Source: an optimization exercise on an open RTL-to-GDS flow (aim: small area and a short achievable clock period). Production flows keep margins and buffers that such runs may drop.
No run shown here included a check of the RTL's function; only the layout flow was run.
Power is estimated from default activity; no workload was simulated.

File: flow/run.sh
#!/bin/bash
# The standard layout, with plain buffers (instead of the default delay
# buffers) on the ports. Each tool's output goes to flow.log.
set -euo pipefail
cat >> config.mk <<'CFG'
export BUFFER_PORTS_ARGS = -buffer_cell sky130_fd_sc_hd__buf_2
CFG
bash standard.sh finish > flow.log 2>&1
File: standard.sh
#!/bin/bash
# synth_recipe.tcl (not shown) runs the flow's synth.tcl, then flattens the netlist and writes it again
# the make line also repeats each setting of config.mk as NAME=value (left out here)
make -C /OpenROAD-flow-scripts/flow DESIGN_CONFIG=/design/flow/config.mk WORK_HOME=/design/flow/orfs CLKGATE_MAP_FILE= SYNTH_SCRIPT=/design/flow/synth_recipe.tcl "${@:-finish}"
File: config.mk
export PLATFORM = sky130hd
export DESIGN_NAME = bit_population_counter_top
export DESIGN_NICKNAME = bit_population_counter_top
export VERILOG_FILES = /design/flow/design.v
export SDC_FILE = /design/flow/constraint.sdc
export NUM_CORES = 4
export LEC_CHECK = 0
export CAP_MARGIN = 20
export CORE_MARGIN = 2
export CORE_UTILIZATION = 40
export SLEW_MARGIN = 20
export BUFFER_PORTS_ARGS = -buffer_cell sky130_fd_sc_hd__buf_2
File: constraint.sdc
create_clock -name core_clock -period 2.6 [get_ports {clk_i}]
set_input_delay 0.5200 -clock core_clock [delete_from_list [all_inputs] [get_ports {clk_i}]]
set_output_delay 0.5200 -clock core_clock [all_outputs]
set_load 0.01 [all_outputs]
File: design.v
module bit_population_counter_top (
  input  logic         clk_i,
  input  logic         srst_i,
  input  logic [127:0] data_i,
  input  logic         data_val_i,
  output logic [6:0]   data_o,
  output logic         data_val_o
);
  wire s1 = data_i[0] ^ data_i[100] ^ data_i[101];
  wire c2 = (data_i[0] & data_i[100]) | (data_i[0] & data_i[101]) | (data_i[100] & data_i[101]);
  wire s3 = data_i[102] ^ data_i[103] ^ data_i[104];
  wire c4 = (data_i[102] & data_i[103]) | (data_i[102] & data_i[104]) | (data_i[103] & data_i[104]);
  wire s5 = data_i[105] ^ data_i[106] ^ data_i[107];
  wire c6 = (data_i[105] & data_i[106]) | (data_i[105] & data_i[107]) | (data_i[106] & data_i[107]);
  wire s7 = data_i[108] ^ data_i[109] ^ data_i[10];
  wire c8 = (data_i[108] & data_i[109]) | (data_i[108] & data_i[10]) | (data_i[109] & data_i[10]);
  wire s9 = data_i[110] ^ data_i[111] ^ data_i[112];
  wire c10 = (data_i[110] & data_i[111]) | (data_i[110] & data_i[112]) | (data_i[111] & data_i[112]);
  wire s11 = data_i[113] ^ data_i[114] ^ data_i[115];
  wire c12 = (data_i[113] & data_i[114]) | (data_i[113] & data_i[115]) | (data_i[114] & data_i[115]);
  wire s13 = data_i[116] ^ data_i[117] ^ data_i[118];
  wire c14 = (data_i[116] & data_i[117]) | (data_i[116] & data_i[118]) | (data_i[117] & data_i[118]);
  wire s15 = data_i[119] ^ data_i[11] ^ data_i[120];
  wire c16 = (data_i[119] & data_i[11]) | (data_i[119] & data_i[120]) | (data_i[11] & data_i[120]);
  wire s17 = data_i[121] ^ data_i[122] ^ data_i[123];
  wire c18 = (data_i[121] & data_i[122]) | (data_i[121] & data_i[123]) | (data_i[122] & data_i[123]);
  wire s19 = data_i[124] ^ data_i[125] ^ data_i[126];
  wire c20 = (data_i[124] & data_i[125]) | (data_i[124] & data_i[126]) | (data_i[125] & data_i[126]);
  wire s21 = data_i[127] ^ data_i[12] ^ data_i[13];
  wire c22 = (data_i[127] & data_i[12]) | (data_i[127] & data_i[13]) | (data_i[12] & data_i[13]);
  wire s23 = data_i[14] ^ data_i[15] ^ data_i[16];
  wire c24 = (data_i[14] & data_i[15]) | (data_i[14] & data_i[16]) | (data_i[15] & data_i[16]);
  wire s25 = data_i[17] ^ data_i[18] ^ data_i[19];
  wire c26 = (data_i[17] & data_i[18]) | (data_i[17] & data_i[19]) | (data_i[18] & data_i[19]);
  wire s27 = data_i[1] ^ data_i[20] ^ data_i[21];
  wire c28 = (data_i[1] & data_i[20]) | (data_i[1] & data_i[21]) | (data_i[20] & data_i[21]);
  wire s29 = data_i[22] ^ data_i[23] ^ data_i[24];
  wire c30 = (data_i[22] & data_i[23]) | (data_i[22] & data_i[24]) | (data_i[23] & data_i[24]);
  wire s31 = data_i[25] ^ data_i[26] ^ data_i[27];
  wire c32 = (data_i[25] & data_i[26]) | (data_i[25] & data_i[27]) | (data_i[26] & data_i[27]);
  wire s33 = data_i[28] ^ data_i[29] ^ data_i[2];
  wire c34 = (data_i[28] & data_i[29]) | (data_i[28] & data_i[2]) | (data_i[29] & data_i[2]);
  wire s35 = data_i[30] ^ data_i[31] ^ data_i[32];
  wire c36 = (data_i[30] & data_i[31]) | (data_i[30] & data_i[32]) | (data_i[31] & data_i[32]);
  wire s37 = data_i[33] ^ data_i[34] ^ data_i[35];
  wire c38 = (data_i[33] & data_i[34]) | (data_i[33] & data_i[35]) | (data_i[34] & data_i[35]);
  wire s39 = data_i[36] ^ data_i[37] ^ data_i[38];
  wire c40 = (data_i[36] & data_i[37]) | (data_i[36] & data_i[38]) | (data_i[37] & data_i[38]);
  wire s41 = data_i[39] ^ data_i[3] ^ data_i[40];
  wire c42 = (data_i[39] & data_i[3]) | (data_i[39] & data_i[40]) | (data_i[3] & data_i[40]);
  wire s43 = data_i[41] ^ data_i[42] ^ data_i[43];
  wire c44 = (data_i[41] & data_i[42]) | (data_i[41] & data_i[43]) | (data_i[42] & data_i[43]);
  wire s45 = data_i[44] ^ data_i[45] ^ data_i[46];
  wire c46 = (data_i[44] & data_i[45]) | (data_i[44] & data_i[46]) | (data_i[45] & data_i[46]);
  wire s47 = data_i[47] ^ data_i[48] ^ data_i[49];
  wire c48 = (data_i[47] & data_i[48]) | (data_i[47] & data_i[49]) | (data_i[48] & data_i[49]);
  wire s49 = data_i[4] ^ data_i[50] ^ data_i[51];
  wire c50 = (data_i[4] & data_i[50]) | (data_i[4] & data_i[51]) | (data_i[50] & data_i[51]);
  wire s51 = data_i[52] ^ data_i[53] ^ data_i[54];
  wire c52 = (data_i[52] & data_i[53]) | (data_i[52] & data_i[54]) | (data_i[53] & data_i[54]);
  wire s53 = data_i[55] ^ data_i[56] ^ data_i[57];
  wire c54 = (data_i[55] & data_i[56]) | (data_i[55] & data_i[57]) | (data_i[56] & data_i[57]);
  wire s55 = data_i[58] ^ data_i[59] ^ data_i[5];
  wire c56 = (data_i[58] & data_i[59]) | (data_i[58] & data_i[5]) | (data_i[59] & data_i[5]);
  wire s57 = data_i[60] ^ data_i[61] ^ data_i[62];
  wire c58 = (data_i[60] & data_i[61]) | (data_i[60] & data_i[62]) | (data_i[61] & data_i[62]);
  wire s59 = data_i[63] ^ data_i[64] ^ data_i[65];
  wire c60 = (data_i[63] & data_i[64]) | (data_i[63] & data_i[65]) | (data_i[64] & data_i[65]);
  wire s61 = data_i[66] ^ data_i[67] ^ data_i[68];
  wire c62 = (data_i[66] & data_i[67]) | (data_i[66] & data_i[68]) | (data_i[67] & data_i[68]);
  wire s63 = data_i[69] ^ data_i[6] ^ data_i[70];
  wire c64 = (data_i[69] & data_i[6]) | (data_i[69] & data_i[70]) | (data_i[6] & data_i[70]);
  wire s65 = data_i[71] ^ data_i[72] ^ data_i[73];
  wire c66 = (data_i[71] & data_i[72]) | (data_i[71] & data_i[73]) | (data_i[72] & data_i[73]);
  wire s67 = data_i[74] ^ data_i[75] ^ data_i[76];
  wire c68 = (data_i[74] & data_i[75]) | (data_i[74] & data_i[76]) | (data_i[75] & data_i[76]);
  wire s69 = data_i[77] ^ data_i[78] ^ data_i[79];
  wire c70 = (data_i[77] & data_i[78]) | (data_i[77] & data_i[79]) | (data_i[78] & data_i[79]);
  wire s71 = data_i[7] ^ data_i[80] ^ data_i[81];
  wire c72 = (data_i[7] & data_i[80]) | (data_i[7] & data_i[81]) | (data_i[80] & data_i[81]);
  wire s73 = data_i[82] ^ data_i[83] ^ data_i[84];
  wire c74 = (data_i[82] & data_i[83]) | (data_i[82] & data_i[84]) | (data_i[83] & data_i[84]);
  wire s75 = data_i[85] ^ data_i[86] ^ data_i[87];
  wire c76 = (data_i[85] & data_i[86]) | (data_i[85] & data_i[87]) | (data_i[86] & data_i[87]);
  wire s77 = data_i[88] ^ data_i[89] ^ data_i[8];
  wire c78 = (data_i[88] & data_i[89]) | (data_i[88] & data_i[8]) | (data_i[89] & data_i[8]);
  wire s79 = data_i[90] ^ data_i[91] ^ data_i[92];
  wire c80 = (data_i[90] & data_i[91]) | (data_i[90] & data_i[92]) | (data_i[91] & data_i[92]);
  wire s81 = data_i[93] ^ data_i[94] ^ data_i[95];
  wire c82 = (data_i[93] & data_i[94]) | (data_i[93] & data_i[95]) | (data_i[94] & data_i[95]);
  wire s83 = data_i[96] ^ data_i[97] ^ data_i[98];
  wire c84 = (data_i[96] & data_i[97]) | (data_i[96] & data_i[98]) | (data_i[97] & data_i[98]);
  wire s85 = data_i[99] ^ data_i[9] ^ s1;
  wire c86 = (data_i[99] & data_i[9]) | (data_i[99] & s1) | (data_i[9] & s1);
  wire s87 = s11 ^ s13 ^ s15;
  wire c88 = (s11 & s13) | (s11 & s15) | (s13 & s15);
  wire s89 = s17 ^ s19 ^ s21;
  wire c90 = (s17 & s19) | (s17 & s21) | (s19 & s21);
  wire s91 = s23 ^ s25 ^ s27;
  wire c92 = (s23 & s25) | (s23 & s27) | (s25 & s27);
  wire s93 = s29 ^ s3 ^ s31;
  wire c94 = (s29 & s3) | (s29 & s31) | (s3 & s31);
  wire s95 = s33 ^ s35 ^ s37;
  wire c96 = (s33 & s35) | (s33 & s37) | (s35 & s37);
  wire s97 = s39 ^ s41 ^ s43;
  wire c98 = (s39 & s41) | (s39 & s43) | (s41 & s43);
  wire s99 = s45 ^ s47 ^ s49;
  wire c100 = (s45 & s47) | (s45 & s49) | (s47 & s49);
  wire s101 = s5 ^ s51 ^ s53;
  wire c102 = (s5 & s51) | (s5 & s53) | (s51 & s53);
  wire s103 = s55 ^ s57 ^ s59;
  wire c104 = (s55 & s57) | (s55 & s59) | (s57 & s59);
  wire s105 = s61 ^ s63 ^ s65;
  wire c106 = (s61 & s63) | (s61 & s65) | (s63 & s65);
  wire s107 = s67 ^ s69 ^ s7;
  wire c108 = (s67 & s69) | (s67 & s7) | (s69 & s7);
  wire s109 = s71 ^ s73 ^ s75;
  wire c110 = (s71 & s73) | (s71 & s75) | (s73 & s75);
  wire s111 = s77 ^ s79 ^ s81;
  wire c112 = (s77 & s79) | (s77 & s81) | (s79 & s81);
  wire s113 = s83 ^ s9 ^ s101;
  wire c114 = (s83 & s9) | (s83 & s101) | (s9 & s101);
  wire s115 = s103 ^ s105 ^ s107;
  wire c116 = (s103 & s105) | (s103 & s107) | (s105 & s107);
  wire s117 = s109 ^ s111 ^ s85;
  wire c118 = (s109 & s111) | (s109 & s85) | (s111 & s85);
  wire s119 = s87 ^ s89 ^ s91;
  wire c120 = (s87 & s89) | (s87 & s91) | (s89 & s91);
  wire s121 = s93 ^ s95 ^ s97;
  wire c122 = (s93 & s95) | (s93 & s97) | (s95 & s97);
  wire s123 = c10 ^ c12 ^ c14;
  wire c124 = (c10 & c12) | (c10 & c14) | (c12 & c14);
  wire s125 = c16 ^ c18 ^ c2;
  wire c126 = (c16 & c18) | (c16 & c2) | (c18 & c2);
  wire s127 = c20 ^ c22 ^ c24;
  wire c128 = (c20 & c22) | (c20 & c24) | (c22 & c24);
  wire s129 = c26 ^ c28 ^ c30;
  wire c130 = (c26 & c28) | (c26 & c30) | (c28 & c30);
  wire s131 = c32 ^ c34 ^ c36;
  wire c132 = (c32 & c34) | (c32 & c36) | (c34 & c36);
  wire s133 = c38 ^ c4 ^ c40;
  wire c134 = (c38 & c4) | (c38 & c40) | (c4 & c40);
  wire s135 = c42 ^ c44 ^ c46;
  wire c136 = (c42 & c44) | (c42 & c46) | (c44 & c46);
  wire s137 = c48 ^ c50 ^ c52;
  wire c138 = (c48 & c50) | (c48 & c52) | (c50 & c52);
  wire s139 = c54 ^ c56 ^ c58;
  wire c140 = (c54 & c56) | (c54 & c58) | (c56 & c58);
  wire s141 = c6 ^ c60 ^ c62;
  wire c142 = (c6 & c60) | (c6 & c62) | (c60 & c62);
  wire s143 = c64 ^ c66 ^ c68;
  wire c144 = (c64 & c66) | (c64 & c68) | (c66 & c68);
  wire s145 = c70 ^ c72 ^ c74;
  wire c146 = (c70 & c72) | (c70 & c74) | (c72 & c74);
  wire s147 = c76 ^ c78 ^ c8;
  wire c148 = (c76 & c78) | (c76 & c8) | (c78 & c8);
  wire s149 = c80 ^ c82 ^ c84;
  wire c150 = (c80 & c82) | (c80 & c84) | (c82 & c84);
  wire s151 = c100 ^ c102 ^ c104;
  wire c152 = (c100 & c102) | (c100 & c104) | (c102 & c104);
  wire s153 = c106 ^ c108 ^ c110;
  wire c154 = (c106 & c108) | (c106 & c110) | (c108 & c110);
  wire s155 = c112 ^ c86 ^ c88;
  wire c156 = (c112 & c86) | (c112 & c88) | (c86 & c88);
  wire s157 = c90 ^ c92 ^ c94;
  wire c158 = (c90 & c92) | (c90 & c94) | (c92 & c94);
  wire s159 = c96 ^ c98 ^ s123;
  wire c160 = (c96 & c98) | (c96 & s123) | (c98 & s123);
  wire s161 = s125 ^ s127 ^ s129;
  wire c162 = (s125 & s127) | (s125 & s129) | (s127 & s129);
  wire s163 = s131 ^ s133 ^ s135;
  wire c164 = (s131 & s133) | (s131 & s135) | (s133 & s135);
  wire s165 = s137 ^ s139 ^ s141;
  wire c166 = (s137 & s139) | (s137 & s141) | (s139 & s141);
  wire s167 = s143 ^ s145 ^ s147;
  wire c168 = (s143 & s145) | (s143 & s147) | (s145 & s147);
  wire s169 = c124 ^ c126 ^ c128;
  wire c170 = (c124 & c126) | (c124 & c128) | (c126 & c128);
  wire s171 = c130 ^ c132 ^ c134;
  wire c172 = (c130 & c132) | (c130 & c134) | (c132 & c134);
  wire s173 = c136 ^ c138 ^ c140;
  wire c174 = (c136 & c138) | (c136 & c140) | (c138 & c140);
  wire s175 = c142 ^ c144 ^ c146;
  wire c176 = (c142 & c144) | (c142 & c146) | (c144 & c146);
  logic [39:0] p0;
  wire s177 = p0[0] ^ p0[1] ^ p0[2];
  wire c178 = (p0[0] & p0[1]) | (p0[0] & p0[2]) | (p0[1] & p0[2]);
  wire s179 = p0[3] ^ p0[4] ^ p0[5];
  wire c180 = (p0[3] & p0[4]) | (p0[3] & p0[5]) | (p0[4] & p0[5]);
  wire s181 = p0[10] ^ p0[11] ^ p0[12];
  wire c182 = (p0[10] & p0[11]) | (p0[10] & p0[12]) | (p0[11] & p0[12]);
  wire s183 = p0[13] ^ p0[14] ^ p0[15];
  wire c184 = (p0[13] & p0[14]) | (p0[13] & p0[15]) | (p0[14] & p0[15]);
  wire s185 = p0[16] ^ p0[17] ^ p0[18];
  wire c186 = (p0[16] & p0[17]) | (p0[16] & p0[18]) | (p0[17] & p0[18]);
  wire s187 = p0[19] ^ p0[20] ^ p0[6];
  wire c188 = (p0[19] & p0[20]) | (p0[19] & p0[6]) | (p0[20] & p0[6]);
  wire s189 = p0[7] ^ p0[8] ^ p0[9];
  wire c190 = (p0[7] & p0[8]) | (p0[7] & p0[9]) | (p0[8] & p0[9]);
  wire s191 = c178 ^ c180 ^ s181;
  wire c192 = (c178 & c180) | (c178 & s181) | (c180 & s181);
  wire s193 = s183 ^ s185 ^ s187;
  wire c194 = (s183 & s185) | (s183 & s187) | (s185 & s187);
  wire s195 = s189 ^ s191 ^ s193;
  wire c196 = (s189 & s191) | (s189 & s193) | (s191 & s193);
  wire s197 = p0[21] ^ p0[22] ^ p0[23];
  wire c198 = (p0[21] & p0[22]) | (p0[21] & p0[23]) | (p0[22] & p0[23]);
  wire s199 = p0[24] ^ p0[25] ^ p0[26];
  wire c200 = (p0[24] & p0[25]) | (p0[24] & p0[26]) | (p0[25] & p0[26]);
  wire s201 = p0[27] ^ p0[28] ^ p0[29];
  wire c202 = (p0[27] & p0[28]) | (p0[27] & p0[29]) | (p0[28] & p0[29]);
  wire s203 = p0[30] ^ p0[31] ^ p0[32];
  wire c204 = (p0[30] & p0[31]) | (p0[30] & p0[32]) | (p0[31] & p0[32]);
  wire s205 = p0[33] ^ p0[34] ^ p0[35];
  wire c206 = (p0[33] & p0[34]) | (p0[33] & p0[35]) | (p0[34] & p0[35]);
  wire s207 = c182 ^ c184 ^ c186;
  wire c208 = (c182 & c184) | (c182 & c186) | (c184 & c186);
  wire s209 = c188 ^ c190 ^ s197;
  wire c210 = (c188 & c190) | (c188 & s197) | (c190 & s197);
  wire s211 = s199 ^ s201 ^ s203;
  wire c212 = (s199 & s201) | (s199 & s203) | (s201 & s203);
  wire s213 = s205 ^ c192 ^ c194;
  wire c214 = (s205 & c192) | (s205 & c194) | (c192 & c194);
  wire s215 = s207 ^ s209 ^ s211;
  wire c216 = (s207 & s209) | (s207 & s211) | (s209 & s211);
  wire s217 = p0[36] ^ p0[37] ^ p0[38];
  wire c218 = (p0[36] & p0[37]) | (p0[36] & p0[38]) | (p0[37] & p0[38]);
  wire s219 = p0[39] ^ c198 ^ c200;
  wire c220 = (p0[39] & c198) | (p0[39] & c200) | (c198 & c200);
  wire s221 = c202 ^ c204 ^ c206;
  wire c222 = (c202 & c204) | (c202 & c206) | (c204 & c206);
  wire s223 = s217 ^ c208 ^ c210;
  wire c224 = (s217 & c208) | (s217 & c210) | (c208 & c210);
  wire s225 = c212 ^ s219 ^ s221;
  wire c226 = (c212 & s219) | (c212 & s221) | (s219 & s221);
  wire s227 = c214 ^ c216 ^ s223;
  wire c228 = (c214 & c216) | (c214 & s223) | (c216 & s223);
  wire s229 = c218 ^ c220 ^ c222;
  wire c230 = (c218 & c220) | (c218 & c222) | (c220 & c222);
  wire s231 = c224 ^ c226 ^ s229;
  wire c232 = (c224 & c226) | (c224 & s229) | (c226 & s229);
  logic [11:0] p1;
  wire s233 = p1[3] ^ p1[4] ^ p1[5];
  wire c234 = (p1[3] & p1[4]) | (p1[3] & p1[5]) | (p1[4] & p1[5]);
  wire s235 = p1[6] ^ p1[7] ^ c234;
  wire c236 = (p1[6] & p1[7]) | (p1[6] & c234) | (p1[7] & c234);
  wire s237 = p1[8] ^ p1[9] ^ c236;
  wire c238 = (p1[8] & p1[9]) | (p1[8] & c236) | (p1[9] & c236);
  wire s239 = p1[10] ^ p1[11] ^ c238;
  wire c240 = (p1[10] & p1[11]) | (p1[10] & c238) | (p1[11] & c238);
  logic [7:0] p2;
  wire s241 = p2[0] ^ p2[1];
  wire c242 = p2[0] & p2[1];
  wire s243 = p2[2] ^ c242;
  wire c244 = p2[2] & c242;
  wire s245 = p2[3] ^ c244;
  wire c246 = p2[3] & c244;
  wire s247 = p2[4] ^ c246;
  wire c248 = p2[4] & c246;
  wire s249 = p2[5] ^ c248;
  wire c250 = p2[5] & c248;
  wire s251 = p2[6] ^ c250;
  wire c252 = p2[6] & c250;
  wire s253 = p2[7] ^ c252;
  always_ff @( posedge clk_i )
    begin
      p0[0] <= s99;
      p0[1] <= s113;
      p0[2] <= s115;
      p0[3] <= s117;
      p0[4] <= s119;
      p0[5] <= s121;
      p0[6] <= s149;
      p0[7] <= c114;
      p0[8] <= c116;
      p0[9] <= c118;
      p0[10] <= c120;
      p0[11] <= c122;
      p0[12] <= s151;
      p0[13] <= s153;
      p0[14] <= s155;
      p0[15] <= s157;
      p0[16] <= s159;
      p0[17] <= s161;
      p0[18] <= s163;
      p0[19] <= s165;
      p0[20] <= s167;
      p0[21] <= c148;
      p0[22] <= c150;
      p0[23] <= c152;
      p0[24] <= c154;
      p0[25] <= c156;
      p0[26] <= c158;
      p0[27] <= c160;
      p0[28] <= c162;
      p0[29] <= c164;
      p0[30] <= c166;
      p0[31] <= c168;
      p0[32] <= s169;
      p0[33] <= s171;
      p0[34] <= s173;
      p0[35] <= s175;
      p0[36] <= c170;
      p0[37] <= c172;
      p0[38] <= c174;
      p0[39] <= c176;
      p1[0] <= s177;
      p1[1] <= s179;
      p1[2] <= s195;
      p1[3] <= c196;
      p1[4] <= s213;
      p1[5] <= s215;
      p1[6] <= s225;
      p1[7] <= s227;
      p1[8] <= s231;
      p1[9] <= c228;
      p1[10] <= c230;
      p1[11] <= c232;
      p2[0] <= p1[0];
      p2[1] <= p1[1];
      p2[2] <= p1[2];
      p2[3] <= s233;
      p2[4] <= s235;
      p2[5] <= s237;
      p2[6] <= s239;
      p2[7] <= c240;
    end
  wire [6:0] count = {s253, s251, s249, s247, s245, s243, s241};
  logic [2:0] val;
  always_ff @( posedge clk_i )
    begin
      if ( srst_i )
        val <= '0;
      else
        val <= { val[1:0], data_val_i };
    end
  assign data_val_o = val[2];
  assign data_o = count;
endmodule
==> run_results.csv, run 1 <==
group,metric,value,unit
global_route,grtUsageTotal,13.9,%
layout,fin_area,0.00582,mm^2
outcome,status,"complete, no violations",
power,p_per_area,1030,mW/mm^2
layout,syn2layout_area_growth,25.8,%
floorplanning,core,0.0114,mm^2
global_route,grt_pass1_wl,13.5,mm
sta,final.setup.tns,0,ns
clock_network,clock_sinks,63,
layout,n_antenna_cell,0,
setup_path,startpoint_type,"flip-flop",
routing,num_vias,2743,
layout,filler_cell_count,1002,
global_route,grt_max_degree,12,
synthesis,yosysWarnings,1,
power,seqPwrFrac,27.9,%
worst_hold_path,holdCritPathClass,"reg2reg",
placement,placed_area,0.00544,mm^2
placement,dp.cells,688,
synthesis,synthCells,414,
routing,first_pass_iters,4,
synthesis,netlist_area,0.00462,mm^2
run,maxCapViolations,0,
layout,drive_gt1_share,27.6,%
clock_network,numCtsBuffers,9,
sta,period_share,94.6,%
routing,routedWlPerCell,10.6,um
sta,relSlewSlack,91.3,%
synthesis,yosys.area.top_type_share,52.0,%
floorplanning,dieWidth,111,um
synthesis,synth_cell_types,7,
clock_network,clockBufferDepth,2,
sta,worst_slew_pin_slew,0.131,ns
sta,rsz0062_at_grt,"false",
routing,drc_errors,0,
clock_network,post_cts_buffers,0,
sta,setup_viol,0,
layout,multi_input_area,0.00251,mm^2
floorplanning,row_count,39,
global_route,grt-ovfl-total,0,
sta,max_freq,0.407,GHz
routing,drtAntennaViolNets,0,
setup_path,path_common_cell,"ha_1",
placement,post-place-ws,0.125,ns
power,p_sw,2.16,mW
layout,regArea,0.00126,mm^2
sta,slew_viol_final,0,
power,power_frac_clock,24.2,%
routing,drtIter0Drc,69,
clock_network,cts_tree,"done",
clock_network,cts_resized,0,
global_route,antenna_found_initial,0,
floorplanning,design.die.area,0.0124,mm^2
synthesis,avgSynthCellArea,11.2,um^2
global_route,grt_pass1_vias,3182,
setup_path,critPathMaxStageDelay,0.30,ns
setup_path,worst-path-max-fanout,1,
setup_path,crit_path_top_delay_cell,"dfxtp_1",
power,intPower,3.84,mW
synthesis,ys_seq_elements,63,
setup_path,path_cells,"ha_1 -> ha_1 -> ha_1 -> ha_2 -> ha_1 -> ha_2 -> xor2_1 -> buf_2",
clock_network,path_clk_slew,0.05,ns
routing,wl,7.46,mm
floorplanning,initial_core_util,40.7,%
synthesis,yosys-top-cells-area,"fa_1 52%, dfxtp_1 27%, inv_1 17%",
sta,fin_skew,0.00538,ns
setup_path,worstPathArrival,1.94,ns
placement,hpwl,7.12,mm
setup_path,endpoint_kind,"output pin",
synthesis,synth.largest_area_cell,"fa_1",
clock_network,ctsHtreeMaxLevel,3,
power,netSwitchingFraction,36.0,%
synthesis,yosysSeqAreaShare,27.3,%
synthesis,syn-num-nets,671,
sta,period_needed,2.46,ns
clock_network,clk_latency,0.32,ns
placement,io_buffer_count,138,
sta,hold_violations,0,
layout,finalNetCount,813,
floorplanning,pin_count,139,
sta,setup_ws,0.141,ns
floorplanning,dieHeight,111,um
clock_network,hold_buffers,0,
power,pwr-share-comb,47.9,%
setup_path,rrSetupSlack,0.15,ns
layout,layout.cells.non_filler,704,
clock_network,cts-root-buf,"clkbuf_16",
setup_path,crit_type,"reg2out",
placement,routabilityCongestion,0.766,
power,irDropWorstVdd,0.783,mV
routing,vias_per_cell,3.90,
power,p_leak,3.33,nW
setup_path,cp_data_required_time,2.08,ns
critical path, delay by kind of cell, from the launching register on:
family	cells	cell delay, ns
DFF	1	0.30
adders and majority gates	6	1.05
buffers and inverters	1	0.13
xor gates and xnor gates	1	0.13
final timing paths:
check | startpoint | endpoint | depth (start not counted)
worst max-delay path | p2[0] | data_o[6] | 8
worst min-delay path | p1[2] | p2[2] | 0
worst max register to register | p0[24] | p1[7] | 6
worst min register to register | p1[2] | p2[2] | 0
cell usage after synthesis:
master / n
buf_4: 7
dfxtp_1: 63
fa_1: 120
ha_1: 6
inv_1: 214
nor2b_1: 3
xor2_1: 1
registers in the layout (all words and copies together) (netlist names):
signal  flops
p1         12
p2          8
p0         40
val         3
cell type report:
type                            count  share of cell area, %
Sequential cell                    63                   21.7
Clock buffer                       11                   4.17
Tap cell                          143                   3.08
Clock inverter                      5                   2.22
Multi-Input combinational cell    130                   43.2
Timing Repair Buffer              138                   11.9
Inverter                          214                   13.8
per-layer routing:
| layer | vias to the layer above | GRT usage, % | routed length (um) |
|---|---|---|---|
| met2 | 74 | 25.2 | 4070 |
| li1 | 1317 | - | - |
| met1 | 1341 | 15.8 | 2860 |
| met4 | 0 | 5.19 | 143 |
| met3 | 11 | 3.65 | 386 |
| met5 | - | 0 | 0 |
power by group through the flow:
stage | combinational (mW) | clock [mW] | sequential [mW]
3_5_place_dp | 2.99 | 0 | 1.71
6_report | 2.88 | 1.45 | 1.68
4_1_cts | 2.99 | 1.48 | 1.69
5_1_grt | 3.50 | 1.53 | 1.73
3_3_place_gp | 2.81 | 0 | 1.69
2_1_floorplan | 2.12 | 0 | 1.64
layout by cell type (no fill, tap or decap), drive strengths merged:
cell,synthesis,routed
xor2,1,1
inv,214,214
buf,7,138
ha,6,6
dfxtp,63,63
clkinv,0,1
clkbuf,0,11
nor2b,3,3
bufinv,0,4
fa,120,120
per-stage QoR:
step | power (mW) | util [%] | hold slack (ns)
2_1_floorplan | 3.76 | - | 0.310
3_3_place_gp | 4.50 | 47.8 | 0.314
3_5_place_dp | 4.70 | 47.8 | 0.313
4_1_cts | 6.16 | 51.1 | 0.325
5_1_grt | 6.76 | 51.2 | 0.337
6_report | 6.00 | 51.2 | 0.324
logic make-up (layout without fill, tap and decap cells):
logic type | Yosys count | count (layout) | synth area share, %
xor+xnor | 1 | 1 | 0.190
fa+ha+maj | 126 | 126 | 53.6
buf+inv | 221 | 368 | 18.5
flops | 63 | 63 | 27.3
simple gates | 3 | 3 | 0.406
==> run 2, diff against run 1 <==
==> run.sh (new file) <==
#!/bin/bash
# synth_recipe.tcl (not shown) runs the flow's synth.tcl, then flattens the netlist and writes it again
# the make line also repeats each setting of config.mk as NAME=value (left out here)
make -C /OpenROAD-flow-scripts/flow DESIGN_CONFIG=/design/flow/config.mk WORK_HOME=/design/flow/orfs CLKGATE_MAP_FILE= SYNTH_SCRIPT=/design/flow/synth_recipe.tcl finish
--- a/config.mk
+++ b/config.mk
@@ -9,4 +9,3 @@
 export CORE_MARGIN = 2
 export CORE_UTILIZATION = 40
 export SLEW_MARGIN = 20
-export BUFFER_PORTS_ARGS = -buffer_cell sky130_fd_sc_hd__buf_2
removed: flow/run.sh
removed: standard.sh
==> run 2 against run 1 <==
Sequential power about the same. Die area unchanged. Critical path depth unchanged. Worst setup slack worse by 0.0078 ns. Synthesized cell count unchanged. Via count up 0.62%.
==> run_results.csv, run 2 <==
group,metric,value,unit
outcome,status,"complete, no violations",
power,irDropWorstVdd,0.908,mV
floorplanning,initial_core_util,40.7,%
setup_path,critPathMaxStageDelay,0.30,ns
clock_network,cts-root-buf,"clkbuf_16",
power,pwr-share-comb,51.6,%
setup_path,cp_top_family,"adder cells",
routing,num_vias,2760,
sta,period_needed,2.47,ns
setup_path,cp_num_buf_inv,1,
placement,routabilityCongestion,0.816,
synthesis,yosysWarnings,1,
layout,largest-register,"p0",
synthesis,netlist_area,0.00462,mm^2
routing,drtAntennaViolNets,0,
power,power_frac_clock,19.6,%
synthesis,syn-num-nets,671,
power,p_per_area,909,mW/mm^2
layout,regArea,0.00126,mm^2
clock_network,clock_sinks,63,
sta,rsz0062_at_grt,"false",
global_route,grt_pass1_vias,3365,
synthesis,async_flop_share,0,%
sta,max_freq,0.405,GHz
layout,layout.cells.non_filler,704,
synthesis,ys_seq_elements,63,
sta,hold_violations,0,
layout,largest_register_ffs,40,
floorplanning,pin_count,139,
routing,drtIter0Drc,46,
setup_path,crit_path_top_delay_cell,"dfxtp_1",
layout,syn2layout_area_growth,38.8,%
floorplanning,core,0.0114,mm^2
clock_network,clk_latency,0.32,ns
layout,fin_area,0.00641,mm^2
placement,dp.cells,688,
global_route,antenna_found_initial,0,
synthesis,avgSynthCellArea,11.2,um^2
setup_path,worst-path-max-fanout,1,
setup_path,worstPathArrival,1.95,ns
setup_path,endpoint_kind,"output pin",
power,netSwitchingFraction,36.9,%
clock_network,numCtsBuffers,9,
routing,wl,8.05,mm
sta,slew_viol_final,0,
clock_network,clockBufferDepth,2,
routing,vias_per_cell,3.92,
synthesis,synth_cell_types,7,
synthesis,yosysMostFrequentCell,"inv_1",
setup_path,startpoint_type,"flip-flop",
layout,filler_cell_count,1002,
setup_path,cp_data_required_time,2.08,ns
clock_network,path_clk_slew,0.05,ns
routing,drc_errors,0,
floorplanning,dieWidth,111,um
power,seqPwrFrac,28.8,%
setup_path,path_common_cell,"ha_1",
clock_network,hold_buffers,0,
power,p_leak,3.29,nW
sta,worst_slew_pin_slew,0.135,ns
synthesis,synth_edf_count,0,
synthesis,yosys-top-cells-area,"fa_1 52%, dfxtp_1 27%, inv_1 17%",
layout,n_antenna_cell,0,
sta,final.setup.tns,0,ns
layout,final_cell_mix,"214 x inv_1, 135 x clkdlybuf4s50_1, 120 x fa_1, 63 x dfxtp_1, 9 x clkbuf_16",
layout,finalNetCount,813,
clock_network,post_cts_buffers,0,
sta,setup_ws,0.133,ns
synthesis,yosys-top-cells-count,"214 x inv_1, 120 x fa_1, 63 x dfxtp_1",
placement,hpwl,7.62,mm
synthesis,synth.largest_area_cell,"fa_1",
layout,top_regs,"p0 (40), p1 (12), p2 (8)",
routing,routedWlPerCell,11.4,um
placement,post-place-ws,-0.146,ns
floorplanning,dieHeight,111,um
synthesis,yosysSeqAreaShare,27.3,%
global_route,grt_max_degree,11,
routing,first_pass_iters,3,
clock_network,ctsHtreeMaxLevel,3,
sta,setup_viol,0,
layout,multi_input_area,0.00251,mm^2
placement,placed_area,0.00613,mm^2
synthesis,synthCells,414,
global_route,grtUsageTotal,14.6,%
setup_path,path_cells,"ha_1 -> ha_2 -> ha_1 -> ha_1 -> ha_1 -> ha_2 -> xor2_1 -> buf_2",
floorplanning,row_count,39,
setup_path,crit_type,"reg2out",
power,power,5.83,mW
global_route,grt-ovfl-total,0,
placement,io_buffer_count,138,
layout,final_common_cell,"inv_1",
clock_network,cts_tree,"done",
global_route,grt_pass1_wl,14.2,mm
layout,drive_gt1_share,3.21,%
synthesis,postSynth.topFlopCell,"dfxtp_1",
power,intPower,3.68,mW
sta,relSlewSlack,91.0,%
sta,period_share,94.9,%
run,maxCapViolations,0,
worst_hold_path,holdCritPathClass,"reg2reg",
sta,fin_skew,0.00295,ns
power,p_sw,2.15,mW
synthesis,yosys.area.top_type_share,52.0,%
floorplanning,design.die.area,0.0124,mm^2
-- run 2: cell counts after synthesis --
Identical to the previous run, type by type.
-- run 2: worst reg2reg max path: cells and delay by family, from the launching register on --
family / cells / cell delay, ns
adders and majority gates: 4 / 1.93
buffers and inverters: 2 / 0.10
DFF: 1 / 0.30
-- run 2: power groups by stage --
stage / registers [mW] / clock network [mW] / logic, mW
CTS: 1.69 / 1.17 / 3.11
detailed placement: 1.71 / 0 / 3.10
floorplan: 1.64 / 0 / 2.12
global placement: 1.70 / 0 / 2.98
finish: 1.68 / 1.14 / 3.01
global route: 1.72 / 1.22 / 3.64
-- run 2: worst paths after layout --
kind	from	depth (start not counted)	slack, ns	end
setup / recovery	p2[0]	8	0.13	data_o[6]
hold / removal	p1[1]	0	0.33	p2[1]
setup reg to reg	p0[24]	6	0.14	p1[7]
hold reg to reg	p1[1]	0	0.33	p2[1]
-- run 2: layout make-up --
class / count / share of cell area, %
clock buffers: 12 / 3.84
clock inverters: 4 / 0.702
inverters: 214 / 12.5
multi-input cells: 130 / 39.1
flip-flops and latches: 63 / 19.7
well taps: 143 / 2.79
repair buffers: 138 / 21.4
-- run 2: metrics by stage --
| stage | hold slack [ns] | util, % |
|---|---|---|
| 5_1_grt | 0.333 | 56.4 |
| 3_5_place_dp | 0.316 | 53.9 |
| 2_1_floorplan | 0.310 | - |
| 6_report | 0.325 | 56.4 |
| 3_3_place_gp | 0.310 | 53.9 |
| 4_1_cts | 0.328 | 56.4 |
-- run 2: cells by family (layout without fill, tap and decap cells) --
kind of cell | count (synthesis) | count (layout) | share of synthesized area, %
xor gates and xnor gates | 1 | 1 | 0.190
adders and majority gates | 126 | 126 | 53.6
buffers and inverters | 221 | 368 | 18.5
DFF | 63 | 63 | 27.3
and+or+nand+nor | 3 | 3 | 0.406
-- run 2: layer usage --
layer,GRT usage (%),up-vias,wire (um)
met5,0,-,0
met3,3.70,8,373
met2,26.9,67,4410
met1,17.2,1371,3190
met4,3.46,0,75
li1,-,1314,-
-- run 2: what timing repair did --
item	in CTS	in global routing
pin swaps	0	1
gates resized for setup	7	3
setup endpoints to repair	3	2
==> run 3, diff against run 2 <==
--- a/design.v
+++ b/design.v
@@ -233,35 +233,41 @@
   wire c224 = (s217 & c208) | (s217 & c210) | (c208 & c210);
   wire s225 = c212 ^ s219 ^ s221;
   wire c226 = (c212 & s219) | (c212 & s221) | (s219 & s221);
-  wire s227 = c214 ^ c216 ^ s223;
-  wire c228 = (c214 & c216) | (c214 & s223) | (c216 & s223);
-  wire s229 = c218 ^ c220 ^ c222;
-  wire c230 = (c218 & c220) | (c218 & c222) | (c220 & c222);
-  wire s231 = c224 ^ c226 ^ s229;
-  wire c232 = (c224 & c226) | (c224 & s229) | (c226 & s229);
-  logic [11:0] p1;
-  wire s233 = p1[3] ^ p1[4] ^ p1[5];
-  wire c234 = (p1[3] & p1[4]) | (p1[3] & p1[5]) | (p1[4] & p1[5]);
-  wire s235 = p1[6] ^ p1[7] ^ c234;
-  wire c236 = (p1[6] & p1[7]) | (p1[6] & c234) | (p1[7] & c234);
-  wire s237 = p1[8] ^ p1[9] ^ c236;
-  wire c238 = (p1[8] & p1[9]) | (p1[8] & c236) | (p1[9] & c236);
-  wire s239 = p1[10] ^ p1[11] ^ c238;
-  wire c240 = (p1[10] & p1[11]) | (p1[10] & c238) | (p1[11] & c238);
-  logic [7:0] p2;
+  wire s227 = c218 ^ c220 ^ c222;
+  wire c228 = (c218 & c220) | (c218 & c222) | (c220 & c222);
+  logic [13:0] p1;
+  wire s229 = p1[3] ^ p1[4] ^ p1[5];
+  wire c230 = (p1[3] & p1[4]) | (p1[3] & p1[5]) | (p1[4] & p1[5]);
+  wire s231 = p1[6] ^ p1[7] ^ p1[8];
+  wire c232 = (p1[6] & p1[7]) | (p1[6] & p1[8]) | (p1[7] & p1[8]);
+  wire s233 = p1[9] ^ c230 ^ s231;
+  wire c234 = (p1[9] & c230) | (p1[9] & s231) | (c230 & s231);
+  wire s235 = p1[10] ^ p1[11] ^ p1[12];
+  wire c236 = (p1[10] & p1[11]) | (p1[10] & p1[12]) | (p1[11] & p1[12]);
+  wire s237 = c232 ^ s235 ^ c234;
+  wire c238 = (c232 & s235) | (c232 & c234) | (s235 & c234);
+  logic [8:0] p2;
+  wire s239 = p2[6] ^ p2[7] ^ p2[8];
+  wire c240 = (p2[6] & p2[7]) | (p2[6] & p2[8]) | (p2[7] & p2[8]);
   wire s241 = p2[0] ^ p2[1];
   wire c242 = p2[0] & p2[1];
-  wire s243 = p2[2] ^ c242;
-  wire c244 = p2[2] & c242;
-  wire s245 = p2[3] ^ c244;
-  wire c246 = p2[3] & c244;
-  wire s247 = p2[4] ^ c246;
-  wire c248 = p2[4] & c246;
-  wire s249 = p2[5] ^ c248;
-  wire c250 = p2[5] & c248;
-  wire s251 = p2[6] ^ c250;
-  wire c252 = p2[6] & c250;
-  wire s253 = p2[7] ^ c252;
+  wire o243 = p2[2] ^ c242;
+  wire g244 = (p2[2] & c242);
+  wire o245 = p2[3] ^ g244;
+  wire q246 = p2[3] & p2[2];
+  wire g247 = (q246 & c242);
+  wire o248 = p2[4] ^ g247;
+  wire q249 = p2[4] & p2[3];
+  wire g250 = (q249 & g244);
+  wire o251 = p2[5] ^ g250;
+  wire q252 = p2[5] & p2[4];
+  wire q253 = q252 & p2[3];
+  wire g254 = (q253 & g244);
+  wire o255 = s239 ^ g254;
+  wire q256 = s239 & p2[5];
+  wire q257 = q256 & p2[4];
+  wire g258 = (q257 & g247);
+  wire o259 = c240 ^ g258;
   always_ff @( posedge clk_i )
     begin
       p0[0] <= s99;
@@ -310,22 +316,25 @@
       p1[3] <= c196;
       p1[4] <= s213;
       p1[5] <= s215;
-      p1[6] <= s225;
-      p1[7] <= s227;
-      p1[8] <= s231;
-      p1[9] <= c228;
-      p1[10] <= c230;
-      p1[11] <= c232;
+      p1[6] <= c214;
+      p1[7] <= c216;
+      p1[8] <= s223;
+      p1[9] <= s225;
+      p1[10] <= c224;
+      p1[11] <= c226;
+      p1[12] <= s227;
+      p1[13] <= c228;
       p2[0] <= p1[0];
       p2[1] <= p1[1];
       p2[2] <= p1[2];
-      p2[3] <= s233;
-      p2[4] <= s235;
+      p2[3] <= s229;
+      p2[4] <= s233;
       p2[5] <= s237;
-      p2[6] <= s239;
-      p2[7] <= c240;
+      p2[6] <= p1[13];
+      p2[7] <= c236;
+      p2[8] <= c238;
     end
-  wire [6:0] count = {s253, s251, s249, s247, s245, s243, s241};
+  wire [6:0] count = {o259, o255, o251, o248, o245, o243, s241};
   logic [2:0] val;
   always_ff @( posedge clk_i )
     begin
==> flow/run.sh (new file) <==
#!/bin/bash
# The standard layout (standard.sh) with three changes to its settings:
#  - Yosys's synth runs without its early "abc -fast" pass (SYNTH_ARGS=-noabc),
#    so extract_fa keeps the RTL's full adders in their true polarity instead
#    of adding inverters around them; the registers are the same;
#  - ports are buffered with plain buf_1 cells instead of delay buffers;
#  - CTS inserts no dummy loads and uses small clock buffers.
# make's output (every step's log is also kept under orfs/logs) goes to flow.log.
set -euo pipefail
cat >> config.mk <<'CFG'
export SYNTH_ARGS = -noabc
export BUFFER_PORTS_ARGS = -buffer_cell sky130_fd_sc_hd__buf_1
export CTS_ARGS = -sink_clustering_enable -repair_clock_nets -dont_use_dummy_load -buf_list {sky130_fd_sc_hd__clkbuf_4 sky130_fd_sc_hd__clkbuf_8}
CFG
bash standard.sh finish > flow.log 2>&1
==> standard.sh (new file) <==
#!/bin/bash
# synth_recipe.tcl (not shown) runs the flow's synth.tcl, then flattens the netlist and writes it again
# the make line also repeats each setting of config.mk as NAME=value (left out here)
make -C /OpenROAD-flow-scripts/flow DESIGN_CONFIG=/design/flow/config.mk WORK_HOME=/design/flow/orfs CLKGATE_MAP_FILE= SYNTH_SCRIPT=/design/flow/synth_recipe.tcl "${@:-finish}"
--- a/config.mk
+++ b/config.mk
@@ -9,3 +9,6 @@
 export CORE_MARGIN = 2
 export CORE_UTILIZATION = 40
 export SLEW_MARGIN = 20
+export SYNTH_ARGS = -noabc
+export BUFFER_PORTS_ARGS = -buffer_cell sky130_fd_sc_hd__buf_1
+export CTS_ARGS = -sink_clustering_enable -repair_clock_nets -dont_use_dummy_load -buf_list {sky130_fd_sc_hd__clkbuf_4 sky130_fd_sc_hd__clkbuf_8}
removed: run.sh
==> run 3 against run 2 <==
First-iteration DRC count unchanged. Fmax up 12%. Final area down 27%. Count of clock-buffer cells in the layout down 3. Sequential share of layout area up 8.7 points. Largest power group unchanged.
==> run_results.csv, run 3 <==
group,metric,value,unit
synthesis,synth.largest_area_cell,"fa_1",
global_route,grt_pass1_vias,2330,
placement,routabilityCongestion,0.802,
sta,relSlewSlack,84.6,%
synthesis,postSynth.topFlopCell,"dfxtp_1",
placement,hpwl,6.20,mm
outcome,status,"complete, no violations",
synthesis,ys_seq_elements,66,
layout,finalNetCount,603,
routing,drtIter0Drc,46,
setup_path,crit_path_end,"data_o[6]",
routing,num_vias,1985,
sta,period_needed,2.20,ns
routing,drtAntennaViolNets,0,
setup_path,reg2reg_to,"p1[2]",
sta,setup_viol,0,
power,irDropWorstVdd,0.415,mV
setup_path,rr_startpoint,"p0[0]",
synthesis,yosys-top-cells-area,"fa_1 62%, dfxtp_1 34%, buf_4 1.3%",
setup_path,cp_data_required_time,2.08,ns
sta,fin_skew,0.0212,ns
clock_network,cts-root-buf,"clkbuf_8",
clock_network,cts_resized,0,
placement,io_buffer_count,138,
run,maxCapViolations,0,
routing,vias_per_cell,4.13,
synthesis,yosysMostFrequentCell,"fa_1",
routing,routedWlPerCell,13.5,um
clock_network,clk_latency,0.34,ns
clock_network,clock_sinks,66,
clock_network,cts_tree,"done",
power,p_leak,1.71,nW
sta,worst_slew_pin_slew,0.231,ns
sta,max_freq,0.454,GHz
routing,first_pass_iters,4,
setup_path,ff2ff_path_depth,3,
clock_network,numCtsBuffers,9,
layout,largest_register_ffs,40,
clock_network,clockBufferDepth,2,
global_route,grt-ovfl-total,0,
routing,drc_errors,0,
synthesis,synth_edf_count,0,
layout,largest-register,"p0",
layout,n_antenna_cell,0,
floorplanning,row_count,36,
routing,wl,6.51,mm
setup_path,endpoint_kind,"output pin",
synthesis,yosysWarnings,1,
floorplanning,dieHeight,103,um
layout,final_cell_mix,"138 x buf_1, 120 x fa_1, 66 x dfxtp_1, 9 x clkbuf_8",
global_route,grt_max_degree,13,
power,p_per_area,1030,mW/mm^2
synthesis,avgSynthCellArea,18.7,um^2
floorplanning,core,0.00959,mm^2
layout,final_common_cell,"buf_1",
clock_network,ctsHtreeMaxLevel,3,
clock_network,path_clk_slew,0.05,ns
synthesis,netlist_area,0.00390,mm^2
floorplanning,initial_core_util,40.6,%
sta,period_share,84.7,%
sta,hold_violations,0,
synthesis,yosysSeqAreaShare,33.9,%
setup_path,worst-path-max-fanout,2,
setup_path,crit_type,"reg2out",
setup_path,startpoint_type,"flip-flop",
floorplanning,pin_count,139,
sta,final.setup.tns,0,ns
synthesis,syn-num-nets,461,
layout,layout.cells.non_filler,481,
synthesis,yosys.area.top_type_share,61.7,%
global_route,grtUsageTotal,14.5,%
layout,filler_cell_count,857,
synthesis,synth_cell_types,11,
layout,drive_gt1_share,3.16,%
layout,top_regs,"p0 (40), p1 (14), p2 (9)",
sta,rsz0062_at_grt,"false",
global_route,antenna_found_initial,0,
synthesis,async_flop_share,0,%
synthesis,yosys-top-cells-count,"120 x fa_1, 66 x dfxtp_1, 7 x buf_4",
placement,dp.cells,472,
synthesis,synthCells,208,
layout,syn2layout_area_growth,19.4,%
clock_network,post_cts_buffers,0,
setup_path,cp-startpoint,"p2[6]",
sta,slew_viol_final,0,
floorplanning,dieWidth,103,um
setup_path,worstPathArrival,1.68,ns
floorplanning,design.die.area,0.0105,mm^2
worst_hold_path,holdCritPathClass,"reg2reg",
clock_network,hold_buffers,0,
layout,regArea,0.00132,mm^2
layout,multi_input_area,0.00252,mm^2
global_route,grt_pass1_wl,10.8,mm
setup_path,rrSetupSlack,0.66,ns
-- run 3: changes by cell type after synthesis, moves of 2 or more --
cell and change:
ha_1 -4, dfxtp_1 +3, xnor2_1 +3, nand3_1 +2
inv_1 -214
-- run 3: worst min-delay path by stage --
stage / startpoint / end / slack (ns) / cells past startpoint
floorplan: p1[0] / p2[0] / 0.31 / 0
global placement: p1[1] / p2[1] / 0.31 / 0
detailed placement: p1[0] / p2[0] / 0.31 / 0
CTS: p1[2] / p2[2] / 0.33 / 0
global route: p1[2] / p2[2] / 0.33 / 0
finish: p1[2] / p2[2] / 0.33 / 0
-- run 3: layout make-up --
type | instances | area share, %
Tap cell | 133 | 3.58
Timing Repair Buffer | 138 | 11.1
Multi-Input combinational cell | 135 | 54.2
Sequential cell | 66 | 28.4
Clock buffer | 9 | 2.66
-- run 3: kinds of logic (layout without fill, tap and decap cells) --
kind of cell,count (synthesis),in the layout,synth area share [%]
xor+xnor,5,5,1.12
buf+inv,7,147,1.35
flops,66,66,33.9
simple gates,8,8,1.32
fa+ha+maj,122,122,62.3
-- run 3: where the power goes --
| group | switching (mW) | internal (mW) |
|---|---|---|
| combinational | 1.20 | 1.16 |
| sequential | 0.269 | 1.56 |
| clock | 0.309 | 0.307 |
| total | 1.78 | 3.02 |
-- run 3: worst max-delay path: stages, from the launching register on --
cell and delay (ns):
dfxtp_1 0.31, fa_1 0.57, nand3_1 0.09, nor2_2 0.09, xor2_1 0.14, buf_1 0.16
-- run 3: stage by stage --
stage	instance area, um^2	setup WS (ns)	total power [mW]	hold WS (ns)	utilization (%)
after floorplan	3900	0.483	3.57	0.310	-
after global placement	4530	0.296	4.23	0.311	47.2
after detailed placement	4530	0.278	4.34	0.312	47.2
after CTS	4650	0.353	4.96	0.329	48.5
after global routing	4650	0.259	5.43	0.331	48.5
final	4650	0.397	4.80	0.326	48.5
-- run 3: layer usage --
metal	share of wire [%]	global-route usage, %
met4	1.3	4.31
met5	0	0
met2	54	24.8
met1	39	18.2
met3	5.8	3.86
==> run 4, diff against run 3 <==
--- a/design.v
+++ b/design.v
@@ -335,14 +335,15 @@
       p2[8] <= c238;
     end
   wire [6:0] count = {o259, o255, o251, o248, o245, o243, s241};
-  logic [2:0] val;
+  logic [3:0] val;
   always_ff @( posedge clk_i )
     begin
       if ( srst_i )
         val <= '0;
       else
-        val <= { val[1:0], data_val_i };
+        val <= { val[2:0], data_val_i };
     end
-  assign data_val_o = val[2];
-  assign data_o = count;
+  assign data_val_o = val[3];
+  always_ff @( posedge clk_i )
+    data_o <= count;
 endmodule
==> run 4 against run 3 <==
Critical path depth decreased by 1. Area after synthesis grew 2.8%. Largest power group unchanged. Count of clock-buffer cells in the layout unchanged.
==> run_results.csv, run 4 <==
group,metric,value,unit
global_route,antenna_found_initial,0,
layout,final_common_cell,"buf_1",
placement,hpwl,6.39,mm
sta,worst_slew_pin_slew,0.188,ns
layout,finalNetCount,612,
floorplanning,row_count,36,
layout,drive_gt1_share,2.52,%
clock_network,cts_tree,"done",
sta,period_share,75.3,%
power,irDropWorstVdd,0.451,mV
clock_network,clock_sinks,74,
setup_path,rr_startpoint,"p0[13]",
setup_path,ff2ff_path_depth,3,
synthesis,yosysMostFrequentCell,"fa_1",
synthesis,synth.largest_area_cell,"fa_1",
global_route,grt-ovfl-total,0,
synthesis,postSynth.topFlopCell,"dfxtp_1",
setup_path,crit_path_end,"p0[3]",
sta,period_needed,1.96,ns
routing,wl,6.84,mm
routing,num_vias,2046,
global_route,grt_max_degree,13,
layout,n_antenna_cell,0,
power,p_per_area,1030,mW/mm^2
floorplanning,design.die.area,0.0108,mm^2
power,power,4.96,mW
synthesis,synthCells,210,
routing,drtAntennaViolNets,0,
sta,setup_viol,0,
setup_path,worstPathArrival,2.17,ns
setup_path,endpoint_kind,"flip-flop",
layout,multi_input_area,0.00252,mm^2
setup_path,cp_data_required_time,2.81,ns
setup_path,cp-startpoint,"data_i[0]",
synthesis,async_flop_share,0,%
routing,vias_per_cell,4.18,
clock_network,post_cts_buffers,0,
sta,slew_viol_final,0,
sta,rsz0062_at_grt,"false",
routing,first_pass_iters,4,
floorplanning,dieHeight,104,um
synthesis,avgSynthCellArea,19.1,um^2
floorplanning,pin_count,139,
sta,relSlewSlack,87.4,%
setup_path,worst-path-max-fanout,1,
routing,drtIter0Drc,56,
setup_path,rrSetupSlack,0.68,ns
sta,fin_skew,0.0109,ns
clock_network,cts-root-buf,"clkbuf_8",
layout,final_cell_mix,"138 x buf_1, 120 x fa_1, 74 x dfxtp_1, 9 x clkbuf_8",
placement,io_buffer_count,138,
outcome,status,"complete, no violations",
setup_path,crit_type,"in2reg",
synthesis,yosys.area.top_type_share,60.0,%
layout,largest-register,"p0",
floorplanning,core,0.00973,mm^2
floorplanning,initial_core_util,41.2,%
clock_network,cts_resized,0,
global_route,grtUsageTotal,14.0,%
clock_network,clockBufferDepth,2,
layout,largest_register_ffs,40,
global_route,grt_pass1_wl,11.5,mm
layout,syn2layout_area_growth,20.2,%
global_route,grt_pass1_vias,2496,
sta,final.setup.tns,0,ns
clock_network,ctsHtreeMaxLevel,3,
synthesis,yosys-top-cells-count,"120 x fa_1, 74 x dfxtp_1, 4 x nor2b_1, 4 x xnor2_1",
clock_network,hold_buffers,0,
synthesis,yosys-top-cells-area,"fa_1 60%, dfxtp_1 37%, xnor2_1 0.87%",
layout,top_regs,"p0 (40), p1 (14), p2 (9)",
routing,routedWlPerCell,14.0,um
setup_path,startpoint_type,"primary input",
synthesis,ys_seq_elements,74,
floorplanning,dieWidth,104,um
synthesis,netlist_area,0.00400,mm^2
synthesis,synth_cell_types,10,
sta,hold_violations,0,
placement,routabilityCongestion,0.798,
synthesis,syn-num-nets,463,
setup_path,reg2reg_to,"p1[2]",
run,maxCapViolations,0,
power,p_leak,1.78,nW
clock_network,clk_latency,0.33,ns
worst_hold_path,holdCritPathClass,"reg2reg",
clock_network,numCtsBuffers,9,
layout,regArea,0.00148,mm^2
synthesis,yosysWarnings,1,
routing,drc_errors,0,
sta,max_freq,0.511,GHz
synthesis,yosysSeqAreaShare,37.0,%
layout,filler_cell_count,877,
synthesis,synth_edf_count,0,
clock_network,path_clk_slew,0.07,ns
[run 4: changes by cell type after synthesis]
cell / delta
nor2_2: -1
nor2b_1: +1
nand2_1: +1
buf_4: -7
xor2_1: -1
and3_1: +1
nand3_2: -1
xnor2_1: +1
dfxtp_1: +8
[run 4: layout make-up]
cell class | count | share of cell area, %
Tap cell | 133 | 3.46
Sequential cell | 74 | 30.8
Timing Repair Buffer | 138 | 10.8
Multi-Input combinational cell | 136 | 52.4
Clock buffer | 9 | 2.57
[run 4: worst min path at each step]
stage,from,to,cells past startpoint
after global placement,p1[1],p2[1],0
after detailed placement,p1[0],p2[0],0
after floorplan,p1[0],p2[0],0
final,p1[0],p2[0],0
after CTS,p1[0],p2[0],0
after global routing,p1[1],p2[1],0
[run 4: power breakdown]
| part | switching, mW | internal (mW) | total (mW) |
|---|---|---|---|
| sequential | 0.276 | 1.75 | 2.02 |
| combinational | 1.15 | 1.14 | 2.29 |
| clock | 0.336 | 0.308 | 0.644 |
| total | 1.76 | 3.19 | 4.96 |
[run 4: kinds of logic (layout without fill, tap and decap cells)]
| family | after synthesis | after routing | synth area share (%) |
|---|---|---|---|
| and+or+nand+nor | 9 | 9 | 1.28 |
| xor gates and xnor gates | 5 | 5 | 1.09 |
| adders and majority gates | 122 | 122 | 60.6 |
| DFF | 74 | 74 | 37.0 |
| buffers and inverters | 0 | 147 | 0 |
[run 4: layer usage]
| layer | track usage (%) | routed length [um] | up-vias |
|---|---|---|---|
| met5 | 0 | 0 | - |
| met4 | 3.47 | 53 | 0 |
| met3 | 3.45 | 362 | 7 |
| met2 | 25.4 | 3720 | 75 |
| met1 | 16.8 | 2700 | 1031 |
| li1 | - | - | 933 |
[run 4: critical path, cell delays in order]
cell,delay (ns)
buf_1,0.09
fa_1,0.62
fa_1,0.46
fa_1,0.47
[run 4: stage by stage]
| stage | cells | util [%] | instance area, um^2 | worst slack [ns] | hold slack, ns |
|---|---|---|---|---|---|
| after floorplan | 210 | - | 4000 | 0.483 | 0.310 |
| after global placement | 481 | 48.2 | 4690 | 0.292 | 0.311 |
| after detailed placement | 481 | 48.2 | 4690 | 0.286 | 0.312 |
| after CTS | 490 | 49.5 | 4810 | 0.650 | 0.321 |
| after global routing | 490 | 49.5 | 4810 | 0.589 | 0.341 |
| final | 490 | 49.5 | 4810 | 0.642 | 0.321 |
==> run 5, diff against run 4 <==
--- a/design.v
+++ b/design.v
@@ -249,25 +249,26 @@
   logic [8:0] p2;
   wire s239 = p2[6] ^ p2[7] ^ p2[8];
   wire c240 = (p2[6] & p2[7]) | (p2[6] & p2[8]) | (p2[7] & p2[8]);
-  wire s241 = p2[0] ^ p2[1];
-  wire c242 = p2[0] & p2[1];
-  wire o243 = p2[2] ^ c242;
-  wire g244 = (p2[2] & c242);
-  wire o245 = p2[3] ^ g244;
-  wire q246 = p2[3] & p2[2];
+  logic [7:0] p3;
+  wire s241 = p3[0] ^ p3[1];
+  wire c242 = p3[0] & p3[1];
+  wire o243 = p3[2] ^ c242;
+  wire g244 = (p3[2] & c242);
+  wire o245 = p3[3] ^ g244;
+  wire q246 = p3[3] & p3[2];
   wire g247 = (q246 & c242);
-  wire o248 = p2[4] ^ g247;
-  wire q249 = p2[4] & p2[3];
+  wire o248 = p3[4] ^ g247;
+  wire q249 = p3[4] & p3[3];
   wire g250 = (q249 & g244);
-  wire o251 = p2[5] ^ g250;
-  wire q252 = p2[5] & p2[4];
-  wire q253 = q252 & p2[3];
+  wire o251 = p3[5] ^ g250;
+  wire q252 = p3[5] & p3[4];
+  wire q253 = q252 & p3[3];
   wire g254 = (q253 & g244);
-  wire o255 = s239 ^ g254;
-  wire q256 = s239 & p2[5];
-  wire q257 = q256 & p2[4];
+  wire o255 = p3[6] ^ g254;
+  wire q256 = p3[6] & p3[5];
+  wire q257 = q256 & p3[4];
   wire g258 = (q257 & g247);
-  wire o259 = c240 ^ g258;
+  wire o259 = p3[7] ^ g258;
   always_ff @( posedge clk_i )
     begin
       p0[0] <= s99;
@@ -333,6 +334,14 @@
       p2[6] <= p1[13];
       p2[7] <= c236;
       p2[8] <= c238;
+      p3[0] <= p2[0];
+      p3[1] <= p2[1];
+      p3[2] <= p2[2];
+      p3[3] <= p2[3];
+      p3[4] <= p2[4];
+      p3[5] <= p2[5];
+      p3[6] <= s239;
+      p3[7] <= c240;
     end
   wire [6:0] count = {o259, o255, o251, o248, o245, o243, s241};
   logic [3:0] val;
@@ -344,6 +353,5 @@
         val <= { val[2:0], data_val_i };
     end
   assign data_val_o = val[3];
-  always_ff @( posedge clk_i )
-    data_o <= count;
+  assign data_o = count;
 endmodule
==> run 5 against run 4 <==
Synthesized cell count increased by 3.8%. Worst hold slack got worse by 0.00097 ns. Final area increased by 0.55%. Flip-flop and latch count increased by 1. Register-to-register slack about the same. Critical path type is now reg2out.
==> run_results.csv, run 5 <==
group,metric,value,unit
outcome,status,"complete, no violations",
synthesis,postSynth.topFlopCell,"dfxtp_1",
layout,filler_cell_count,875,
layout,largest-register,"p0",
routing,vias_per_cell,4.17,
layout,top_regs,"p0 (40), p1 (14), p2 (9)",
routing,routedWlPerCell,13.6,um
floorplanning,design.die.area,0.0110,mm^2
synthesis,yosysWarnings,1,
power,power,4.94,mW
layout,drive_gt1_share,3.07,%
placement,routabilityCongestion,0.792,
synthesis,async_flop_share,0,%
sta,relSlewSlack,89.1,%
setup_path,rrSetupSlack,0.67,ns
sta,rsz0062_at_grt,"false",
sta,worst_slew_pin_slew,0.164,ns
sta,period_needed,2.03,ns
routing,first_pass_iters,4,
synthesis,syn-num-nets,471,
global_route,grtUsageTotal,14.1,%
sta,hold_violations,0,
routing,drtAntennaViolNets,0,
clock_network,clk_latency,0.33,ns
clock_network,cts_tree,"done",
sta,slew_viol_final,0,
layout,n_antenna_cell,0,
placement,placed_area,0.00471,mm^2
run,maxCapViolations,0,
floorplanning,dieHeight,105,um
floorplanning,core,0.00982,mm^2
setup_path,cp_top_family,"adder cells",
clock_network,post_cts_buffers,0,
sta,period_share,78.3,%
synthesis,ys_seq_elements,75,
power,p_per_area,1020,mW/mm^2
routing,num_vias,2047,
synthesis,synth.largest_area_cell,"fa_1",
layout,final_cell_mix,"138 x buf_1, 120 x fa_1, 75 x dfxtp_1, 9 x clkbuf_8, 4 x nor2b_1",
setup_path,worst-path-max-fanout,3,
setup_path,rr_startpoint,"p0[24]",
layout,finalNetCount,613,
synthesis,yosys-top-cells-area,"fa_1 59%, dfxtp_1 37%, buf_4 1.3%",
setup_path,cp_num_buf_inv,1,
synthesis,synth_cell_types,11,
floorplanning,row_count,36,
setup_path,endpoint_kind,"output pin",
setup_path,crit_type,"reg2out",
floorplanning,dieWidth,105,um
synthesis,yosysMostFrequentCell,"fa_1",
routing,wl,6.69,mm
layout,fin_util,49.3,%
setup_path,critPathMaxStageDelay,0.32,ns
routing,drc_errors,0,
synthesis,yosysSeqAreaShare,36.8,%
synthesis,synth_edf_count,0,
setup_path,crit_path_top_delay_cell,"dfxtp_1",
worst_hold_path,holdCritPathClass,"reg2reg",
setup_path,startpoint_type,"flip-flop",
clock_network,clock_sinks,75,
clock_network,hold_buffers,0,
worst_hold_path,min_to,"p2[1]",
routing,drtIter0Drc,65,
clock_network,clockBufferDepth,2,
synthesis,yosys-top-cells-count,"120 x fa_1, 75 x dfxtp_1, 7 x buf_4",
setup_path,path_cells,"ha_1 -> ha_1 -> nand4_1 -> xnor2_1 -> buf_1",
global_route,grt-ovfl-total,0,
sta,final.setup.tns,0,ns
clock_network,numCtsBuffers,9,
layout,syn2layout_area_growth,18.5,%
synthesis,avgSynthCellArea,18.7,um^2
setup_path,path_common_cell,"ha_1",
worst_hold_path,hp-start,"p1[1]",
global_route,grt_pass1_vias,2522,
placement,hpwl,6.29,mm
global_route,grt_pass1_wl,11.7,mm
placement,io_buffer_count,138,
clock_network,ctsHtreeMaxLevel,3,
sta,max_freq,0.491,GHz
synthesis,netlist_area,0.00408,mm^2
layout,final_common_cell,"buf_1",
floorplanning,pin_count,139,
synthesis,synthCells,218,
setup_path,reg2reg_to,"p1[5]",
clock_network,cts-root-buf,"clkbuf_8",
power,p_leak,1.78,nW
synthesis,yosys.area.top_type_share,58.8,%
clock_network,cts_resized,0,
sta,fin_skew,0.0151,ns
layout,largest_register_ffs,40,
setup_path,ff2ff_path_depth,3,
power,irDropWorstVdd,0.462,mV
worst_hold_path,holdPathStages,0,
global_route,grt_max_degree,13,
floorplanning,initial_core_util,41.6,%
clock_network,path_clk_slew,0.07,ns
global_route,antenna_found_initial,0,
sta,setup_viol,0,
setup_path,cp_data_required_time,2.08,ns
setup_path,worstPathArrival,1.51,ns
layout,fin_area,0.00484,mm^2
-- run 5: kinds of logic after synthesis --
logic type / synth area share (%)
fa+ha+maj: 59.5
flops: 36.8
xor+xnor: 1.07
simple gates: 1.41
buf+inv: 1.29
-- run 5: power by group --
part / internal (mW) / switching, mW
Sequential: 1.77 / 0.279
Combinational: 1.12 / 1.14
Clock: 0.308 / 0.322
-- run 5: worst max path at each step --
stage	from	cells after the start	slack, ns	end
finish	p3[0]	5	0.57	data_o[5]
global route	p3[0]	5	0.41	data_o[5]
CTS	p3[0]	5	0.53	data_o[5]
detailed placement	data_i[0]	4	0.27	p0[3]
global placement	data_i[0]	4	0.30	p0[3]
floorplan	data_i[5]	3	0.48	p0[2]
-- run 5: through the flow --
step           setup WS (ns)  hold slack [ns]  instances
3_3_place_gp           0.300            0.310        482
4_1_cts                0.534            0.317        491
6_report               0.565            0.320        491
2_1_floorplan          0.483            0.310        218
5_1_grt                0.408            0.336        491
3_5_place_dp           0.274            0.312        482
-- run 5: area by class of cell --
type | count | area (um^2) | area share (%)
repair buffers | 138 | 518 | 10.7
multi-input cells | 136 | 2530 | 52.3
clock buffers | 9 | 124 | 2.56
flip-flops and latches | 75 | 1500 | 31.0
well taps | 133 | 166 | 3.44
-- run 5: per-layer routing --
| layer | track usage (%) | part of all wire [%] |
|---|---|---|
| met1 | 17.0 | 39 |
| met2 | 24.7 | 54 |
| met3 | 4.05 | 5.9 |
| met4 | 3.43 | 0.66 |
| met5 | 0 | 0 |
-- run 5: worst reg2reg max path: stages (launching register included) --
cell     delay [ns]
dfxtp_1        0.32
fa_1           0.51
fa_1           0.57
fa_1           0.40

## what the ideal ports hide
Ports are ideal in the flow. The routed layouts listed here were re-timed in OpenROAD.
Step 1 sets driving cells, clkbuf_16 on the clock port and buf_2 on the other inputs (assumed; they add their load-dependent delay and slew).
Step 2 times the ports against the registers' clock, not the clock port: input delays grow and output delays shrink by t, the midpoint of the rising clock arrivals with the driver on.
Three values: ideal, step 1, step 2; two values: the first two.
run | t, ns | slack for setup (ns) | worst hold slack (ns) | worst register clock-pin slew, ns | worst data-port slew with drivers (ns)
run 1 | 0.355 | 0.141 / 0.105 / 0.152 | 0.324 / 0.324 / 0.324 | 0.05 / 0.05 | 0.04
run 2 | 0.354 | 0.133 / 0.098 / -0.129 | 0.325 / 0.325 / 0.325 | 0.05 / 0.05 | 0.05
run 3 | 0.355 | 0.397 / 0.368 / 0.283 | 0.326 / 0.326 / 0.326 | 0.07 / 0.07 | 0.04
run 4 | 0.354 | 0.642 / 0.650 / 0.296 | 0.321 / 0.321 / 0.321 | 0.07 / 0.07 | 0.04
run 5 | 0.353 | 0.565 / 0.535 / 0.312 | 0.320 / 0.320 / 0.320 | 0.07 / 0.07 | 0.04
With both steps, setup timing fails in run 2, where it was met with ideal ports. For run 4, which loses most, drivers alone change the setup slack by +0.008 ns; drivers and shift together by -0.346 ns.
